Background: an optimization exercise with open tools, aiming at small area and a short achievable clock period. Do not read the settings as production practice. In this exercise RTL edits were held to simulation tests only and were not proved equivalent to the original.

==> design/flow/design.v <==
`timescale 1ns / 1ps
module ALU32Bit(ALUControl, A, B, ALUResult, Zero, Hi_in, Lo_in, Hi_out, Lo_out);
    input [5:0] ALUControl;
    input [31:0] A;
    input [31:0] B;
    input [31:0] Hi_in;
    input [31:0] Lo_in;
    output reg [31:0] ALUResult;
    output reg Zero;
    output reg [31:0] Hi_out;
    output reg [31:0] Lo_out;
    reg [63:0] Result64bit;
    always @(*) begin
        ALUResult = 32'h00000000;
        Hi_out = Hi_in;
        Lo_out = Lo_in;
        Result64bit = {Hi_in, Lo_in};
        case (ALUControl)
            6'b000000 : ALUResult = A + B;                  
            6'b000001 : ALUResult = A + B;                  
            6'b000010 : ALUResult = A + B;                  
            6'b000011 : ALUResult = A + B;                  
            6'b000100 : ALUResult = A - B;                  
            6'b000101 : ALUResult = A * B;                  
            6'b000110 : begin                               
                Result64bit = A * B;
                Hi_out = Result64bit[63:32];
                Lo_out = Result64bit[31:0];
            end
            6'b000111 : begin                               
                Result64bit = A * B;
                Hi_out = Result64bit[63:32];
                Lo_out = Result64bit[31:0];
            end
            6'b001000 : begin                               
                Result64bit = {Hi_in, Lo_in} + (A * B);
                Hi_out = Result64bit[63:32];
                Lo_out = Result64bit[31:0];
            end
            6'b001001 : begin                               
                Result64bit = {Hi_in, Lo_in} - (A * B);
                Hi_out = Result64bit[63:32];
                Lo_out = Result64bit[31:0];
            end
            6'b001010 : ALUResult = A & B;                  
            6'b001011 : ALUResult = A & B;                  
            6'b001100 : ALUResult = A | B;                  
            6'b001101 : ALUResult = ~(A | B);               
            6'b001110 : ALUResult = A ^ B;                  
            6'b001111 : ALUResult = A | {16'h0000, B[15:0]};  
            6'b010000 : ALUResult = A ^ B;                  
            6'b010001 : ALUResult = {{16{B[15]}}, B[15:0]};  
            6'b010010 : ALUResult = B << A;                 
            6'b010011 : ALUResult = B >> A;                 
            6'b010100 : ALUResult = B << A;                 
            6'b010101 : ALUResult = B >> A;                 
            6'b010110 : ALUResult = (A < B) ? 32'd1 : 32'd0;  
            6'b010111 : ALUResult = (A < B) ? 32'd1 : 32'd0;  
            6'b011000 : if (B != 0) ALUResult = A;          
            6'b011001 : if (B == 0) ALUResult = A;          
            6'b011010 : ALUResult = (B << (32 - A)) | (B >> A);  
            6'b011011 : ALUResult = (B << (32 - A)) | (B >> A);  
            6'b011100 : ALUResult = A >>> B;                
            6'b011101 : ALUResult = B >>> A;                
            6'b011110 : ALUResult = {{24{B[7]}}, B[7:0]};   
            6'b011111 : ALUResult = (A < B) ? 32'd1 : 32'd0;  
            6'b100000 : ALUResult = (A < B) ? 32'd1 : 32'd0;  
            6'b100001 : Hi_out = A;                         
            6'b100010 : Lo_out = A;                         
            6'b100011 : ALUResult = Hi_in;                  
            6'b100100 : ALUResult = Lo_in;                  
            6'b100101 : ALUResult = A + B;                  
            6'b100110 : ALUResult = {B[15:0], 16'h0000};    
            6'b100111 : ALUResult = ($signed(A) >= 0) ? 32'd0 : 32'd1;  
            6'b101000 : ALUResult = (A == B) ? 32'd0 : 32'd1;           
            6'b101001 : ALUResult = (A != B) ? 32'd0 : 32'd1;           
            6'b101010 : ALUResult = ($signed(A) > 0) ? 32'd0 : 32'd1;   
            6'b101011 : ALUResult = ($signed(A) <= 0) ? 32'd0 : 32'd1;  
            6'b101100 : ALUResult = ($signed(A) < 0) ? 32'd0 : 32'd1;   
            default   : ALUResult = 32'h00000000;           
        endcase
        Zero = (ALUResult == 32'h00000000);
    end
endmodule
`timescale 1ns / 1ps
module ALUTop(Clk, ALUControl, A, B, Hi_in, Lo_in, ALUResult, Zero, Hi_out, Lo_out);
    input Clk;
    input [5:0] ALUControl;
    input [31:0] A, B, Hi_in, Lo_in;
    output reg [31:0] ALUResult;
    output reg Zero;
    output reg [31:0] Hi_out, Lo_out;
    reg [5:0] ctl_q;
    reg [31:0] a_q, b_q, hi_q, lo_q;
    wire [31:0] res_d, hi_d, lo_d;
    wire zero_d;
    ALU32Bit alu(.ALUControl(ctl_q), .A(a_q), .B(b_q), .ALUResult(res_d), .Zero(zero_d),
                 .Hi_in(hi_q), .Lo_in(lo_q), .Hi_out(hi_d), .Lo_out(lo_d));
    always @(posedge Clk) begin
        ctl_q <= ALUControl;
        a_q <= A;
        b_q <= B;
        hi_q <= Hi_in;
        lo_q <= Lo_in;
        ALUResult <= res_d;
        Zero <= zero_d;
        Hi_out <= hi_d;
        Lo_out <= lo_d;
    end
endmodule
==> design/flow/run.sh <==
#!/bin/bash
# synth_recipe.tcl (not shown) runs the flow's synth.tcl, then flattens the netlist and writes it again
# the make line also repeats each setting of config.mk as NAME=value (left out here)
make -C /OpenROAD-flow-scripts/flow DESIGN_CONFIG=/design/flow/config.mk WORK_HOME=/design/flow/orfs CLKGATE_MAP_FILE= SYNTH_SCRIPT=/design/flow/synth_recipe.tcl finish
==> design/flow/config.mk <==
export PLATFORM = sky130hd
export DESIGN_NAME = ALUTop
export DESIGN_NICKNAME = ALUTop
export VERILOG_FILES = /design/flow/design.v
export SDC_FILE = /design/flow/constraint.sdc
export NUM_CORES = 4
export LEC_CHECK = 0
export CAP_MARGIN = 20
export CORE_MARGIN = 2
export CORE_UTILIZATION = 40
export SLEW_MARGIN = 20
==> design/flow/constraint.sdc <==
create_clock -name core_clock -period 14.0 [get_ports {Clk}]
set_input_delay 2.8000 -clock core_clock [delete_from_list [all_inputs] [get_ports {Clk}]]
set_output_delay 2.8000 -clock core_clock [all_outputs]
set_load 0.01 [all_outputs]
==> notes.md <==
## cells by family (layout without fill, tap and decap cells)
logic type	after synthesis	after routing	share of synthesized area [%]
other	0	22	0
AOI/OAI and AO/OA	1497	1497	17.16
adders and majority gates	1396	1396	40.66
muxes	221	221	5.720
buffers and inverters	1665	1709	10.58
and+or+nand+nor	2269	2269	16.56
DFF	231	231	7.762
xor gates and xnor gates	106	106	1.558
## sequential cells by signal, summed over array words and instances (netlist names)
| register | count |
|---|---|
| Hi_out | 32 |
| lo_q | 32 |
| a_q | 32 |
| b_q | 32 |
| hi_q | 32 |
| ALUResult | 32 |
| Lo_out | 32 |
| Zero | 1 |
| ctl_q | 6 |
## cells in the final DEF, fill, tap and decap left out, drive strengths merged, types with 36 or more instances in the layout
| cell | Yosys | routed |
|---|---|---|
| clkdlybuf4s50 | 0 | 231 |
| fa | 900 | 900 |
| nor3 | 102 | 102 |
| nand2b | 53 | 53 |
| o21ai | 263 | 263 |
| a221oi | 67 | 67 |
| ha | 496 | 496 |
| buf | 158 | 278 |
| nand2 | 797 | 797 |
| and3 | 36 | 36 |
| a222oi | 45 | 45 |
| clkbuf | 370 | 42 |
| a21oi | 368 | 368 |
| o221ai | 40 | 40 |
| mux4 | 93 | 93 |
| nor2 | 904 | 904 |
| mux2i | 102 | 102 |
| dfxtp | 231 | 231 |
| a21o | 74 | 74 |
| inv | 1115 | 1125 |
| nor2b | 37 | 37 |
| a221o | 47 | 47 |
| a211oi | 61 | 61 |
| o21bai | 71 | 71 |
| nand3 | 104 | 104 |
| a31oi | 62 | 62 |
| nand4 | 48 | 48 |
| xnor2 | 71 | 71 |
| o211ai | 47 | 47 |
| a22oi | 63 | 63 |
| nor4 | 50 | 50 |
## per-stage QoR
step | area, um^2 | setup WS (ns) | std cells
floorplan | 59580 | 1.955 | 7385
global placement | 64610 | 1.534 | 9296
detailed placement | 64640 | 1.662 | 9296
CTS | 65810 | 1.610 | 9359
global route | 65850 | 0.9067 | 9374
finish | 65870 | 1.324 | 9381
## routing by layer
metal | vias to the layer above | share of wire [%]
met3 | 917 | 11
li1 | 24654 | -
met1 | 30281 | 38
met2 | 3994 | 43
met4 | 12 | 7.6
met5 | - | 0.035
## cell type report
type                    instances  area [um^2]
diodes                         22        55.05
clock buffers                  42        932.1
clock inverters                21        237.7
fillers                     14948        81970
inverters                    1137         4268
multi-input cells            5489        48870
flip-flops and latches        231         4672
well taps                    1930         2415
repair buffers                509         4424
## how the worst min path moves through the flow
stage	startpoint	end	slack, ns	cells past startpoint
after floorplan	lo_q[27]	Lo_out[27]	0.47	2
after global placement	lo_q[5]	Lo_out[5]	0.57	2
after detailed placement	lo_q[14]	Lo_out[14]	0.58	2
after CTS	lo_q[14]	Lo_out[14]	0.59	2
after global routing	lo_q[8]	Lo_out[8]	0.59	2
final	lo_q[8]	Lo_out[8]	0.58	2
## worst max-delay path: cells and delay by family, from the launching register on
kind / cells / cell delay, ns
buf+inv: 7 / 1.04
fa+ha+maj: 11 / 5.56
compound gates: 13 / 3.63
flops: 1 / 0.32
xor+xnor: 1 / 0.71
simple gates: 5 / 1.31
==> flow_metrics.env <==
export IMPL_startpoint_type="register"
export IMPL_dieArea_um2=152100
export IMPL_tightest_slew_ns=1.365
export IMPL_vias=59858
export IMPL_post_cts_setup_buffers=0
export IMPL_setup_viol=0
export IMPL_cap_violations=0
export IMPL_syn_to_final_growth_pct=10.55
export IMPL_grt_setup_unrepaired="false"
export IMPL_use_met1_pct=54.31
export IMPL_slowest_delay_ns=0.86
export IMPL_wl_um=325500
export IMPL_period_needed_ns=12.68
export IMPL_portBuffers=231
export IMPL_synth_common_cells="inv_1 (1112), nor2_1 (904), fa_1 (900), nand2_1 (797), ha_1 (496)"
export IMPL_busiest_layer="met2"
export IMPL_cts_sinks=231
export IMPL_async_reset_ff_share_pct=0
export IMPL_finalWeightedCongestion=1.063
export IMPL_status="complete, no violations"
export IMPL_io_pins=232
export IMPL_groute_usage_overall_pct=42.35
export IMPL_dr_pass1_iters=10
export IMPL_worst_ep_arrival_time_ns=13.22
export IMPL_max_freq_mhz=78.89
export IMPL_rows=141
export IMPL_grt_max_degree=61
export IMPL_maxSlewHeadroom_pct=8.679
export IMPL_yosys_warnings=2
export IMPL_synth_area_leaders="fa_1 (30%), ha_1 (10%), dfxtp_1 (7.8%), inv_1 (7.0%), nor2_1 (5.7%)"
export IMPL_synth_most_common_cell="inv_1"
export IMPL_cts_tree="built"
export IMPL_reg2reg_to="Hi_out[28]"
export IMPL_wl_per_cell_um=34.70
export IMPL_required_ns=14.55
export IMPL_cts_buffers_inserted=35
export IMPL_cp_endpoint="Hi_out[28]"
export IMPL_start_util_pct=40.30
export IMPL_grt_use_met2_pct=63.49
export IMPL_ys_ff_latch=231
export IMPL_yosysTopAreaCell="fa_1"
export IMPL_first_iter_violations=8212
export IMPL_synth_edf_count=0
export IMPL_cp_max_fo=23
export IMPL_grt_pass1_wl_um=456400
export IMPL_post_route_drc_count=0
export IMPL_worstReg2RegStart="b_q[14]"
export IMPL_reg2reg_slack_ns=1.32
export IMPL_slew_viol_final=0
export IMPL_worst_setup_path_type="register to register"
export IMPL_synthCells=7385
export IMPL_ys_types=92
export IMPL_reg2reg_depth=37
export IMPL_critPathCaptureType="register"
export IMPL_crit_slowest_cell="ha_1"
export IMPL_fin_crit_sh_pct=90.55
export IMPL_core_area_um2=147800
export IMPL_min_path_type="register to register"
export IMPL_grt_pass1_vias=59647
export IMPL_hold_viol_final=0
export IMPL_synthFlopType="dfxtp_1"
export IMPL_dp_hpwl_um=254100
export IMPL_gr_total_overflow=0
export IMPL_crit_top_cell="fa_1"
export IMPL_cts_root_buffer="clkbuf_16"
export IMPL_via_per_inst=6.381
export IMPL_syn_area_um2=59580
export IMPL_skew_ns=0.02766
export IMPL_syn_num_nets=8916
export IMPL_die_x_um=389.9
export IMPL_grtUsageMet3_pct=11.29
export IMPL_fin_hold_ws_ns=0.5835
export IMPL_fin_nets=8934
export IMPL_yosysTopAreaCellShare_pct=30.24
export IMPL_final_core_util_pct=44.55
export IMPL_die_height_um=389.9
export IMPL_syn_avg_cell_area_um2=8.068
export IMPL_drive_gt1_share_pct=7.538
export IMPL_clockBufferDepth=3
export IMPL_startpoint="b_q[14]"
export IMPL_antenna_found_initial=35
export IMPL_cts_resized=0
export IMPL_clk_pin_slew_worst_paths_ns=0.06
export IMPL_holdBufCountCts=0
export IMPL_postRouteAntennaNets=0
export IMPL_worstSkewPairLatency_ns=0.64
export IMPL_yosysSeqAreaShare_pct=7.762
export IMPL_finalSetupTns_ns=0
export IMPL_htreeDepth=2

what the ideal ports hide:
The flow's constraints put no driver on any port. The routed layout listed below was extracted and timed again, unchanged, in two steps.
Step 1 (the two cells are an assumption about what drives the block):
set clk [get_ports {Clk}]
set_driving_cell -lib_cell sky130_fd_sc_hd__clkbuf_16 $clk
set_driving_cell -lib_cell sky130_fd_sc_hd__buf_2 [delete_from_list [all_inputs] $clk]
Step 2 moves the port delays by t, midway between the first and last clock arrival at a register: inputs arrive t later, outputs are due t later. That takes back most of the time a late clock gives input paths.
Slacks: ideal ports / drivers / drivers and shift; pairs: ideal ports / drivers.
t (ns): 0.704
setup WS [ns]: 1.324 / 1.324 / 1.324
clock arrival spread, ns: 0.028 / 0.029
worst register clock-pin slew, ns: 0.07 / 0.07
cell pins on the clock port's net: 1
After both steps setup and hold are still met in this run. The setup slack of this run moves by 0.000 ns with the drivers and by 0.000 ns with both steps.
